Source: an optimization exercise on an open RTL-to-GDS flow (aim: small area, a short achievable clock period and few clock cycles). Production flows keep margins and buffers that such runs may drop.
Only simulation tests tie the RTL to the original design; equivalence was not proved.

## build 31
Design bitcoin_hash, start of the top module:
module bitcoin_hash(input logic clk, reset_n, start,
                    input logic [15:0] message_addr, output_addr,
                    output logic done, mem_we,
                    output logic [15:0] mem_addr,
                    output logic [31:0] mem_write_data,
                    input logic [31:0] mem_read_data);
localparam logic [2047:0] K_ALL = {
   32'h428a2f98,32'h71374491,32'hb5c0fbcf,32'he9b5dba5,32'h3956c25b,32'h59f111f1,32'h923f82a4,32'hab1c5ed5,
   32'hd807aa98,32'h12835b01,32'h243185be,32'h550c7dc3,32'h72be5d74,32'h80deb1fe,32'h9bdc06a7,32'hc19bf174,
   32'he49b69c1,32'hefbe4786,32'h0fc19dc6,32'h240ca1cc,32'h2de92c6f,32'h4a7484aa,32'h5cb0a9dc,32'h76f988da,
   32'h983e5152,32'ha831c66d,32'hb00327c8,32'hbf597fc7,32'hc6e00bf3,32'hd5a79147,32'h06ca6351,32'h14292967,
   32'h27b70a85,32'h2e1b2138,32'h4d2c6dfc,32'h53380d13,32'h650a7354,32'h766a0abb,32'h81c2c92e,32'h92722c85,
   32'ha2bfe8a1,32'ha81a664b,32'hc24b8b70,32'hc76c51a3,32'hd192e819,32'hd6990624,32'hf40e3585,32'h106aa070,
   32'h19a4c116,32'h1e376c08,32'h2748774c,32'h34b0bcb5,32'h391c0cb3,32'h4ed8aa4a,32'h5b9cca4f,32'h682e6ff3,
   32'h748f82ee,32'h78a5636f,32'h84c87814,32'h8cc70208,32'h90befffa,32'ha4506ceb,32'hbef9a3f7,32'hc67178f2
};
localparam logic [255:0] IV = {32'h6a09e667, 32'hbb67ae85, 32'h3c6ef372, 32'ha54ff53a,
                               32'h510e527f, 32'h9b05688c, 32'h1f83d9ab, 32'h5be0cd19};
function automatic logic [31:0] kc(input logic [5:0] i);
   kc = K_ALL[(63-i)*32 +: 32];
endfunction
function automatic logic [31:0] iv(input logic [2:0] i);
   iv = IV[(7-i)*32 +: 32];
endfunction
function automatic logic [31:0] rotr(input logic [31:0] x, input int r);
   rotr = (x >> r) | (x << (32-r));
endfunction
  ...
make LEC_CHECK=0 ABC_AREA=1 CAP_MARGIN=30 CORE_MARGIN=2 CORE_UTILIZATION=50 CTS_CLUSTER_DIAMETER=90 CTS_CLUSTER_SIZE=26 PLACE_DENSITY=0.65 SETUP_SLACK_MARGIN=4.8 SLEW_MARGIN=30 finish   # period 8.5 ns
run.sh (not shown) runs the stock make flow with config.mk's settings and CLKGATE_MAP_FILE= SYNTH_SCRIPT=/design/flow/synth_recipe.tcl, a recipe that flattens the netlist after the stock synthesis.
Build 31 was carried through to the last stage, and its layout satisfied the timing, DRC and antenna checks.
Testbench counts of build 31, summed over its fixed seeds: cycles 39,648.
Inputs modified between build 31 and build 4:
- CTS_CLUSTER_SIZE now 20, was 26
- CTS_CLUSTER_DIAMETER now 80, was 90
Notes after the runs:
- The routed wire length of build 31 and that of build 4 are within noise of each other.
- For build 31, the end point of the critical path was a[17], unlike build 4, where it was ba[23].
- Build 4 against build 31: last weighted congestion value of the routability-driven placer about even, total of cells resized after clock tree synthesis fell 8.
- There was hardly any difference in met2 layer usage reported by global route between build 4 and build 31.
Modified inputs, build 53 compared to build 4
- PLACE_DENSITY now 0.78, was 0.65
- CTS_CLUSTER_DIAMETER now 90, was 80
- CORE_UTILIZATION now 60, was 50
- CTS_CLUSTER_SIZE now 26, was 20
==> summary.txt <==
A standard cell with the maximum stage delay on the critical path of dfxtp_2 is what build 53 shows, while dfxtp_4 belongs to build 4. Diff build 4 -> build 53: number of flops mapped to enable cells by yosys now sits at about the same level, slack of the worst reg-to-reg path flat, number of nets in the layout held steady. Density: build 53 denser than build 4. Looking at die area across both flows, build 53 is the stronger of the two, with build 4 trailing. Route | build 53 vs build 4 | wire shorter in build 53. The lower setup slack came out of build 53.
Changes in build 34 relative to build 53:
- CORE_UTILIZATION changed from 60 to 55
- SETUP_SLACK_MARGIN changed from 4.8 to 5.0
- PLACE_DENSITY changed from 0.78 to 0.72
### Flow results
Re met2 wirelength from detailed routing: build 34 is 4.6% up on build 53. Build 34 -> build 53: largest net degree at the start of global routing flat. Changes observed in build 34 relative to build 53: non-clock buffer count went up 198, design area moved up, H-tree level count saw little to no change, met1 global-route usage now smaller, post-synthesis to final-layout area growth grew by 6.7 points. Sort build 53 and build 34 by wire length, descending, and build 34 comes first. Wire length on met1 (build 34 / build 53): 1.06. NOTE: critical path buffer and inverter count in build 34 exceeds that of build 53.

run A:
Starting RTL as in the previous note.
make LEC_CHECK=0 ABC_AREA=1 CAP_MARGIN=30 CORE_MARGIN=2 CORE_UTILIZATION=50 CTS_CLUSTER_DIAMETER=80 CTS_CLUSTER_SIZE=20 PLACE_DENSITY=0.65 SETUP_SLACK_MARGIN=4.5 SLEW_MARGIN=30 finish   # period 8.5 ns
Run A closes out successfully: all stages finished, all timing, DRC and antenna checks passed.
Testbench counts of run A, summed over its fixed seeds: cycles 39,648.
Relative to run A, the following input files were edited for run B:
Settings: a change of SETUP_SLACK_MARGIN from 4.5 to 4.8; a change of CTS_CLUSTER_SIZE from 20 to 26; a deleted ABC_AREA that had been 1; a change of CTS_CLUSTER_DIAMETER from 80 to 90.
- Looking only at non-clock buffer count, and setting everything else aside, the higher value of run B and run A goes to run B.
- Wire length of the first global-routing pass (lower): run B
- In run B the maximum number of pins on one net before global-route repair turned out 1 higher than in run A.
- bw[4][31] as the end of the critical path was reported by run B, and a[16] by run A.
- Going from run A to run B, met2 wirelength from detailed routing -9.3 mm; critical path depth +4; worst hold-check slack +0.041 ns; area of the die -1.7%.
#### Input delta (run C over run B)
Settings: SETUP_SLACK_MARGIN now 4.7, was 4.8; ABC_AREA now 1, previously not set.
--- outcome ---
- Run C against run B; post-route standard cell area excluding fillers is down by a few percent.
- On run C: die area is about 1.7% higher than what run B gave.
- [compare] base=run B new=run C: placed cell count picked up an extra about 20%, core region area picked up an extra 1.5%, multiplexer area fraction after synthesis lost 4.4 points.
Inputs modified between run C and run D:
Settings: clearing SETUP_SLACK_MARGIN, which used to be 4.7; swapping 26 for 20 in CTS_CLUSTER_SIZE; swapping 90 for 80 in CTS_CLUSTER_DIAMETER.
==> flow/flow/run.sh (new file) <==
#!/bin/bash
set -euo pipefail
bash standard.sh SETUP_SLACK_MARGIN=7 finish > flow_make.log 2>&1
==> flow/standard.sh (new file) <==
#!/bin/bash
# synth_recipe.tcl (not shown) runs the flow's synth.tcl, then flattens the netlist and writes it again
# the make line also repeats each setting of config.mk as NAME=value (left out here)
make -C /OpenROAD-flow-scripts/flow DESIGN_CONFIG=/design/flow/config.mk WORK_HOME=/design/flow/orfs CLKGATE_MAP_FILE= SYNTH_SCRIPT=/design/flow/synth_recipe.tcl "${@:-finish}"
removed: flow/run.sh
==> comparison <==
- Run D gives more placed cell area than run C did.
- Run D vs. run C: area taken by multi-input logic gates went up by 28%.
- [compare] base=run C new=run D: longest individual stage delay on the worst path dropped 0.40 ns; worst setup slack before clock tree synthesis went up; amount of wire on met2 after detailed routing saw an increase.
- A capturing element of the worst setup path of kreg[25] is what run C shows, while a[28] belongs to run D.
- Higher first-iteration DRC count among run C and run D: run D

oak:
Starting RTL as in the previous note.
==> flow/config.mk <==
export PLATFORM = sky130hd
export DESIGN_NAME = bitcoin_hash
export DESIGN_NICKNAME = bitcoin_hash
export VERILOG_FILES = /design/flow/design.v
export SDC_FILE = /design/flow/constraint.sdc
export NUM_CORES = 8
export LEC_CHECK = 0
export ABC_AREA = 1
export CAP_MARGIN = 30
export CORE_MARGIN = 2
export CORE_UTILIZATION = 50
export CTS_CLUSTER_DIAMETER = 80
export CTS_CLUSTER_SIZE = 20
export PLACE_DENSITY = 0.65
export SETUP_SLACK_MARGIN = 5.0
export SLEW_MARGIN = 30
==> flow/constraint.sdc <==
create_clock -name core_clock -period 8.5 [get_ports {clk}]
set_input_delay 1.7000 -clock core_clock [delete_from_list [all_inputs] [get_ports {clk}]]
set_output_delay 1.7000 -clock core_clock [all_outputs]
set_load 0.01 [all_outputs]
Stock flow here: none of the scripts above is used.
Testbench counts of oak, summed over its fixed seeds: cycles 39,648.
Input-level comparison between pine and oak:
==> flow/flow/run.sh (new file) <==
#!/bin/bash
set -euo pipefail
bash standard.sh SETUP_SLACK_MARGIN=6 finish > flow_make.log 2>&1
==> flow/standard.sh (new file) <==
#!/bin/bash
# synth_recipe.tcl (not shown) runs the flow's synth.tcl, then flattens the netlist and writes it again
# the make line also repeats each setting of config.mk as NAME=value (left out here)
make -C /OpenROAD-flow-scripts/flow DESIGN_CONFIG=/design/flow/config.mk WORK_HOME=/design/flow/orfs CLKGATE_MAP_FILE= SYNTH_SCRIPT=/design/flow/synth_recipe.tcl "${@:-finish}"
diff --git a/flow/config.mk b/flow/config.mk
--- a/flow/config.mk
+++ b/flow/config.mk
@@ -14,3 +14,2 @@
 export PLACE_DENSITY = 0.65
-export SETUP_SLACK_MARGIN = 5.0
 export SLEW_MARGIN = 30
removed: flow/run.sh
Findings:
- | total track usage | pine vs oak | 2.3 points higher |
- Lower first-pass GRT wire length goes to oak over pine.
- For the total wire length, pine came in 21000 um higher than oak did.
- Looking at antenna diode count, pine sits 7 below oak.
- The critical path arrival in pine sits 0.11 ns below the value recorded for oak.
- Summary: with oak as the reference, post-route cell area in pine moved up by more than 10%.

## re-timing with driven ports
In the flow no input, the clock included, has a driving cell. The finished layouts below were timed again as built, in two steps.
Step 1: set_driving_cell puts a clkbuf_16 on clk and a buf_2 on each other input, an assumption about the parent block.
Step 2 also shifts input and output timing later by t, the mid clock arrival at the registers, as if the neighbouring blocks saw the same clock.
Slacks: ideal ports / drivers / drivers and shift; pairs: ideal ports / drivers.
| run | t (ns) | setup slack, ns | worst hold slack (ns) | clock arrival spread, ns | slew at the worst register clock pin (ns) |
|---|---|---|---|---|---|
| build 31 | 0.853 | 4.785 / 4.771 / 4.214 | 0.302 / 0.302 / 0.302 | 0.063 / 0.062 | 0.11 / 0.11 |
| build 4 | 0.887 | 4.770 / 4.770 / 4.220 | 0.300 / 0.300 / 0.300 | 0.086 / 0.086 | 0.09 / 0.09 |
| build 53 | 0.853 | 4.755 / 4.748 / 4.303 | 0.279 / 0.279 / 0.279 | 0.087 / 0.087 | 0.11 / 0.11 |
| build 34 | 0.842 | 4.764 / 4.764 / 4.332 | 0.302 / 0.302 / 0.302 | 0.071 / 0.071 | 0.11 / 0.11 |
| run A | 0.867 | 4.578 / 4.578 / 4.195 | 0.257 / 0.257 / 0.257 | 0.111 / 0.111 | 0.09 / 0.09 |
| run B | 0.842 | 3.976 / 3.976 / 3.976 | 0.298 / 0.298 / 0.298 | 0.070 / 0.070 | 0.11 / 0.11 |
| run C | 0.854 | 4.573 / 4.573 / 4.235 | 0.315 / 0.315 / 0.315 | 0.082 / 0.082 | 0.11 / 0.11 |
| run D | 0.881 | 4.799 / 4.799 / 4.799 | 0.296 / 0.296 / 0.296 | 0.060 / 0.060 | 0.09 / 0.09 |
| oak | 0.895 | 4.835 / 4.835 / 4.400 | 0.299 / 0.299 / 0.299 | 0.067 / 0.066 | 0.09 / 0.09 |
| pine | 0.910 | 4.806 / 4.806 / 4.806 | 0.283 / 0.283 / 0.283 | 0.091 / 0.091 | 0.10 / 0.10 |
After both steps setup and hold are still met in every run listed. The setup slack of build 31, which loses most, moves by -0.014 ns with the drivers and by -0.571 ns with both steps.
